Context: an optimization exercise on an open-source flow, tuned for small area and a short achievable clock period. The choices shown serve that exercise and are no tape-out recipe. Power and IR drop assume default switching activity.

Design module_64_8, start of the top module:
module module_64_8
#(parameter width = 64, parameter depth = 8)
(
    input   clk,
    input   reset_n,
    input   strobe_in,
    input   [width-1:0] input_data,
    input   req_data,
    output  ready,
    output  data_end,
    output  strobe_out,
    output  [7:0] data_out,
    output  [$clog2(depth)-1:0] write_counter
);
Settings: LEC_CHECK=0, CAP_MARGIN=20, CORE_MARGIN=2, CORE_UTILIZATION=60, SETUP_SLACK_MARGIN=3.0, SLEW_MARGIN=20; clock period 5.0 ns.
standard.sh (not shown) runs the stock make flow with config.mk's settings and CLKGATE_MAP_FILE= SYNTH_SCRIPT=/design/flow/synth_recipe.tcl, a recipe that flattens the netlist after the stock synthesis.
==> flow/flow/run.sh <==
#!/bin/bash
# The standard ORFS layout, with the port buffers made of buf_1 cells (instead of the
# delay cells buffer_ports picks by default), timing repair free to change a cell's
# footprint, and a clock tree of fewer, larger leaf clusters.
set -euo pipefail
bash standard.sh MATCH_CELL_FOOTPRINT=0 \
  "BUFFER_PORTS_ARGS=-buffer_cell sky130_fd_sc_hd__buf_1" \
  "CTS_ARGS=-sink_clustering_enable -repair_clock_nets -buf_list {sky130_fd_sc_hd__clkbuf_8 sky130_fd_sc_hd__clkbuf_16} -sink_clustering_size 20 -sink_clustering_max_diameter 60" \
  finish > standard_flow.log 2>&1
The baseline completed with no timing, DRC or antenna violations.
==> next run, changes <==
==> flow/flow/run.sh (replaced) <==
#!/bin/bash
# The standard ORFS layout, with the port buffers made of buf_1 cells (instead of the
# delay cells buffer_ports picks by default), timing repair free to change a cell's
# footprint, and a clock tree with custom clustering.
set -euo pipefail
bash standard.sh MATCH_CELL_FOOTPRINT=0 \
  "BUFFER_PORTS_ARGS=-buffer_cell sky130_fd_sc_hd__buf_1" \
  "CTS_ARGS=-sink_clustering_enable -repair_clock_nets -buf_list {sky130_fd_sc_hd__clkbuf_16} -sink_clustering_size 30 -sink_clustering_max_diameter 80 -dont_use_dummy_load" \
  finish > standard_flow.log 2>&1
After rerunning:
- The changed run produced a clean layout
- synthesized area stays the same
- die area does not change
- final area goes down by 2.7%
- wire length is lower by 1.0%
- fmax goes down by 2.0%
- worst hold slack is better by 32 ps
- final cell count shrinks by 2.6%
- total power came out lower by 11%
- non-clock buffer count stays the same
==> next run, changes <==
Settings changed: SETUP_SLACK_MARGIN 3.0 to 3.4.
The new run completed with no timing, DRC or antenna violations. Global-route usage is higher by 0.61 points. Die area does not change. Worst setup slack is better by 7.1 ps. Cell count is higher by about 1.1%. Final area is higher by about 2%. Fmax is higher by 0.34%. Utilization is higher by 1.3 points. Worst hold slack is worse by 4.5 ps. Via count is higher by about 1.5%. Non-clock buffer count is higher by 18.
==> next run, changes <==
--- a/flow/flow/run.sh
+++ b/flow/flow/run.sh
@@ -7,3 +7,3 @@
   "BUFFER_PORTS_ARGS=-buffer_cell sky130_fd_sc_hd__buf_1" \
-  "CTS_ARGS=-sink_clustering_enable -repair_clock_nets -buf_list {sky130_fd_sc_hd__clkbuf_16} -sink_clustering_size 30 -sink_clustering_max_diameter 80 -dont_use_dummy_load" \
+  "CTS_ARGS=-sink_clustering_enable -repair_clock_nets -buf_list {sky130_fd_sc_hd__clkbuf_8 sky130_fd_sc_hd__clkbuf_16} -sink_clustering_size 20 -sink_clustering_max_diameter 60 -dont_use_dummy_load" \
   finish > standard_flow.log 2>&1
Wire length drops by 0.50%.
Die area is unchanged.
Global-route usage increases by 0.34 points.
Utilization increases by 0.90 points.
Worst hold slack gets worse by 7.2 ps.
Via count hardly moves.
Non-clock buffer count goes down by 1.
Cell count went up by 0.71%.
Cell area is higher by 1.4%.
First-iteration DRC count goes up by 2.9%.
Area after synthesis is unchanged.
No run of this note included a check of the RTL's function; only the layout flow was run.

* * *

## run a
module_64_8, a different RTL version from the one above (not shown whole).
For scale: ~82 I/O pins.
clock: 5.0 ns
lec_check: 0
cap_margin: 20
core_margin: 2
core_utilization: 50
cts_buf_list: sky130_fd_sc_hd__clkbuf_4 sky130_fd_sc_hd__clkbuf_8
setup_slack_margin: 2.5
slew_margin: 20
==> flow/flow/run.sh <==
#!/bin/bash
# The standard ORFS layout, with the port buffers made of buf_2 cells (instead of the
# delay cells buffer_ports picks by default) and timing repair free to change a cell's
# footprint.
set -euo pipefail
bash standard.sh MATCH_CELL_FOOTPRINT=0 "BUFFER_PORTS_ARGS=-buffer_cell sky130_fd_sc_hd__buf_2" finish > standard_flow.log 2>&1
Run a: PASS, flow complete, no timing, DRC or antenna violations
Relative to run a, the following input files were edited for run b:
==> flow/run.sh (new file) <==
#!/bin/bash
# synth_recipe.tcl (not shown) runs the flow's synth.tcl, then flattens the netlist and writes it again
# the make line also repeats each setting of config.mk as NAME=value (left out here)
make -C /OpenROAD-flow-scripts/flow DESIGN_CONFIG=/design/flow/config.mk WORK_HOME=/design/flow/orfs CLKGATE_MAP_FILE= SYNTH_SCRIPT=/design/flow/synth_recipe.tcl finish
removed: flow/flow/run.sh
removed: flow/standard.sh
Results
- Compared with run a, run b shows power lower by 0.61%.
- Re maximum achievable frequency: run b is about 0.56% down on run a.
- Per the final summary, run b finished and its layout is clean on timing, DRC and antenna.
- Run b vs. run a: pin count of the biggest net entering global routing -14; global-route wire length before repair +about 0.7%.
- When the final numbers for run a and run b were put side by side, the fraction of layout instances using a drive strength above 1 turned out to be smaller in run b.
- Run b against run a; largest vdd supply drop is down by more than 10%.
- Run a → run b: count of multi-input gates increased by 2 relative to the old numbers; minimum setup slack in the final design lower.
- Higher instance count on the critical path among run a and run b: run a
- The type of the worst setup path comes out reg -> out in one run and reg -> reg in the other, namely in run b and run a respectively.
- The via count on run b is in line with that on run a.
- The run showing the smaller switching power as a share of total power is run a.
- Looking at origin of the worst setup path, the FSM_out_1.data_out[1] result is from run b; the FSM_out_1.state[0] one comes from run a.
Function was not checked in any run of this note: the RTL went through the layout flow alone.

==> afterwards: timing with drivers on the ports <==
In the flow no input, the clock included, has a driving cell. The finished layouts below were timed again as built, in two steps. Step 1 assumes that a clkbuf_16 drives the clock port and a buf_2 every other input. Step 2 moves the port delays by t, midway between the first and last clock arrival at a register: inputs arrive t later, outputs are due t later. That takes back most of the time a late clock gives input paths. a / b / c = ideal ports / drivers / drivers and shift; a / b = the first two.
run | t, ns | slack for setup (ns) | worst setup path at the end | slew at the worst register clock pin (ns)
the first run of note 1 | 0.587 | 2.978 / 2.924 / 2.707 | input to register | 0.09 / 0.09
the second run of note 1 | 0.623 | 2.938 / 2.878 / 2.716 | input to register | 0.11 / 0.11
the third run of note 1 | 0.610 | 2.945 / 2.890 / 2.878 | input to register | 0.11 / 0.11
the fourth run of note 1 | 0.571 | 2.973 / 2.917 / 2.885 | input to register | 0.08 / 0.08
run a | 0.689 | 2.698 / 2.698 / 2.557 | input to register | 0.07 / 0.07
run b | 0.695 | 2.685 / 2.634 / 2.070 | input to register | 0.07 / 0.07
After both steps every run listed still meets setup and hold. The setup slack of run b, which loses most, moves by -0.051 ns with the drivers and by -0.615 ns with both steps.
